This is an optimization exercise on Yosys and OpenROAD, whose aim is small area, a short achievable clock period and few clock cycles per item, not a production implementation. The RTL was checked by simulation tests, not by an equivalence proof against the original design. No activity file was given, so power comes from the tool's default toggle rates.

garnet:
Design ISR, start of the top module:
module ISR(reset,
           value,
           clock,
           result,
           done
);
For scale: roughly 1400 cells after synthesis, roughly 0.011 mm² of cells after synthesis.
clock: 10.0 ns
lec_check: 0
cap_margin: 20
core_margin: 2
core_utilization: 40
place_density: 0.6
slew_margin: 20
standard.sh (not shown) runs the stock make flow with config.mk's settings and CLKGATE_MAP_FILE= SYNTH_SCRIPT=/design/flow/synth_recipe.tcl, a recipe that flattens the netlist after the stock synthesis.
==> flow/flow/run.sh <==
#!/bin/bash
bash standard.sh BUFFER_PORTS_ARGS="-buffer_cell sky130_fd_sc_hd__buf_2" SETUP_SLACK_MARGIN=7.0 finish > standard.log 2>&1
Testbench counts of garnet, summed over its fixed seeds: cycles 7,200, items 480.
[inputs] willow vs garnet
Settings: ABC_CLOCK_PERIOD_IN_PS: unset -> 3000.
==> flow/run.sh (new file) <==
#!/bin/bash
# synth_recipe.tcl (not shown) runs the flow's synth.tcl, then flattens the netlist and writes it again
# the make line also repeats each setting of config.mk as NAME=value (left out here)
make -C /OpenROAD-flow-scripts/flow DESIGN_CONFIG=/design/flow/config.mk WORK_HOME=/design/flow/orfs CLKGATE_MAP_FILE= SYNTH_SCRIPT=/design/flow/synth_recipe.tcl finish
removed: flow/flow/run.sh
removed: flow/standard.sh
### Flow results
- Final area, garnet and willow: higher on garnet
- Worst hold margin deteriorates in willow relative to garnet.
- garnet ended up with fa_1 as its critical-path cell with the highest stage delay; willow ended up with a21o_1.
- Sort garnet and willow by final cell count without fillers, ascending, and willow comes first.
- | number of post-CTS setup repair buffers | lower: willow |
- Core utilization: willow lower than garnet
- willow reports its first element of the critical path as q[12] while garnet reports q[8].
- Per the comparison of willow with garnet, power saw a decrease; global-route usage saw a decrease; first-pass GRT wire length saw a decrease.
The inputs of onyx differ from those of willow as listed below.
Settings: ABC_CLOCK_PERIOD_IN_PS removed (was 3000).
==> flow/flow/run.sh (new file) <==
#!/bin/bash
bash standard.sh BUFFER_PORTS_ARGS="-buffer_cell sky130_fd_sc_hd__buf_2" SETUP_SLACK_MARGIN=6.5 ABC_AREA=1 CTS_BUF_LIST="sky130_fd_sc_hd__clkbuf_4 sky130_fd_sc_hd__clkbuf_8" finish > standard.log 2>&1
==> flow/standard.sh (new file) <==
#!/bin/bash
# synth_recipe.tcl (not shown) runs the flow's synth.tcl, then flattens the netlist and writes it again
# the make line also repeats each setting of config.mk as NAME=value (left out here)
make -C /OpenROAD-flow-scripts/flow DESIGN_CONFIG=/design/flow/config.mk WORK_HOME=/design/flow/orfs CLKGATE_MAP_FILE= SYNTH_SCRIPT=/design/flow/synth_recipe.tcl "${@:-finish}"
removed: flow/run.sh
==> comparison <==
Per the comparison of onyx with willow, part of the power in combinational logic up 6.1 points; standby leakage power has increased; power per cell area rose by about 8%. For willow, the combinational family with the most area after synthesis was compound AO/OA/AOI/OAI gates, unlike onyx, where it was simple AND/OR/NAND/NOR gates. Cell type of the slowest stage on the worst timing path: a21o_1 -> willow, fa_1 -> onyx.
Changes in indigo relative to onyx:
==> flow/flow/run.sh <==
#!/bin/bash
bash standard.sh BUFFER_PORTS_ARGS="-buffer_cell sky130_fd_sc_hd__buf_2" SETUP_SLACK_MARGIN=6.5 CTS_BUF_LIST="sky130_fd_sc_hd__clkbuf_4 sky130_fd_sc_hd__clkbuf_8" finish > standard.log 2>&1
Results
A commonest non-fill, non-tap cell in the layout of nand2_1 is what onyx shows, while nor2_1 belongs to indigo. indigo | status: complete | timing, DRC, antenna: pass. Delta (indigo minus onyx): critical path depth shows an increase of 1; wire length on met1 dropped 22%; height of the chip has decreased. indigo against onyx: total power up 1.6%, global routing met3 resource utilization up 1.4 points. Between indigo and onyx, the global route total overflow does not differ in any meaningful way. Compared to onyx, the router laid down less metal wire for indigo.
Modified inputs, nickel compared to indigo
==> flow/flow/run.sh <==
#!/bin/bash
bash standard.sh BUFFER_PORTS_ARGS="-buffer_cell sky130_fd_sc_hd__buf_2" SETUP_SLACK_MARGIN=6.5 ABC_AREA=1 finish > standard.log 2>&1
Results
For nickel, the start-to-end type of the worst setup path was input port to flip-flop, unlike indigo, where it was flip-flop to flip-flop.
Final instance area, indigo and nickel: larger value in nickel
Re total area of sequential cells: indigo was higher than nickel.
nickel reports its largest family of logic cells by synthesized area as simple AND/OR/NAND/NOR gates while indigo reports compound AO/OA/AOI/OAI gates.
Compared with indigo, nickel shows maximum frequency higher by 15 MHz.
nickel reports a lower hold slack than indigo does.

* * *

Setup of P:
Another version of the RTL of ISR (not shown whole).
Size in the first run: roughly 1400 cells after synthesis, about 99 I/O pins, about 10000 um^2 of cells after synthesis.
Settings: LEC_CHECK=0, CAP_MARGIN=20, CORE_MARGIN=2, CORE_UTILIZATION=40, PLACE_DENSITY=0.6, SLEW_MARGIN=20; clock period 10.0 ns.
==> flow/flow/run.sh <==
#!/bin/bash
bash standard.sh BUFFER_PORTS_ARGS="-buffer_cell sky130_fd_sc_hd__buf_2" SETUP_SLACK_MARGIN=7.0 ABC_AREA=1 CTS_BUF_LIST="sky130_fd_sc_hd__clkbuf_4 sky130_fd_sc_hd__clkbuf_8" finish > standard.log 2>&1
P completed; timing, DRC and antenna clean
Testbench counts of P, summed over its fixed seeds: cycles 7,200, items 480.
Modified inputs, Q compared to P
==> flow/flow/run.sh <==
#!/bin/bash
bash standard.sh BUFFER_PORTS_ARGS="-buffer_cell sky130_fd_sc_hd__buf_1" SETUP_SLACK_MARGIN=6.5 ABC_AREA=1 CTS_BUF_LIST="sky130_fd_sc_hd__clkbuf_4 sky130_fd_sc_hd__clkbuf_8" TNS_END_PERCENT=10 finish > standard.log 2>&1
Results
Utilization of the core after routing, P and Q, lower one = Q. Non-clock inverter count in the final layout: higher on P. Re non-clock buffer count: P was higher than Q. | worst hold slack | higher: P |. The global placement routability congestion in Q sits about 6% above the value recorded for P. Sort P and Q by multi-input combinational cell count asc -> top: Q. Q vs P: met3 routed wirelength down by more than a quarter. Relative to P, Q improves total power draw. Cells: Q has fewer instances than P. Q: design area is 16% lower than what P reported.

==> what the ideal ports hide <==
In the flow no input, the clock included, has a driving cell. The finished layouts below were timed again as built, in two steps.
Step 1, drivers: a clkbuf_16 drives clock and a buf_2 each remaining input, both assumed.
Step 2 also shifts input and output timing later by t, the mid clock arrival at the registers, as if the neighbouring blocks saw the same clock.
a / b / c = ideal ports / drivers / drivers and shift; a / b = the first two.
run | t (ns) | setup slack, ns | clock arrival spread, ns | worst data-port slew with drivers (ns) | pins driven straight from the clock port
garnet | 0.475 | 6.490 / 6.490 / 6.176 | 0.010 / 0.009 | 0.06 | 1
willow | 0.463 | 5.588 / 5.588 / 5.297 | 0.013 / 0.013 | 0.07 | 1
onyx | 0.472 | 6.588 / 6.586 / 6.180 | 0.021 / 0.021 | 0.05 | 1
indigo | 0.489 | 6.476 / 6.476 / 6.116 | 0.021 / 0.020 | 0.05 | 1
nickel | 0.457 | 6.657 / 6.623 / 6.224 | 0.021 / 0.021 | 0.05 | 1
P | 0.499 | 6.729 / 6.714 / 6.267 | 0.013 / 0.014 | 0.08 | 1
Q | 0.499 | 6.596 / 6.568 / 6.114 | 0.020 / 0.020 | 0.05 | 1
After both steps every run listed still meets setup and hold. For Q, which loses most, drivers alone change the setup slack by -0.028 ns; drivers and shift together by -0.482 ns.
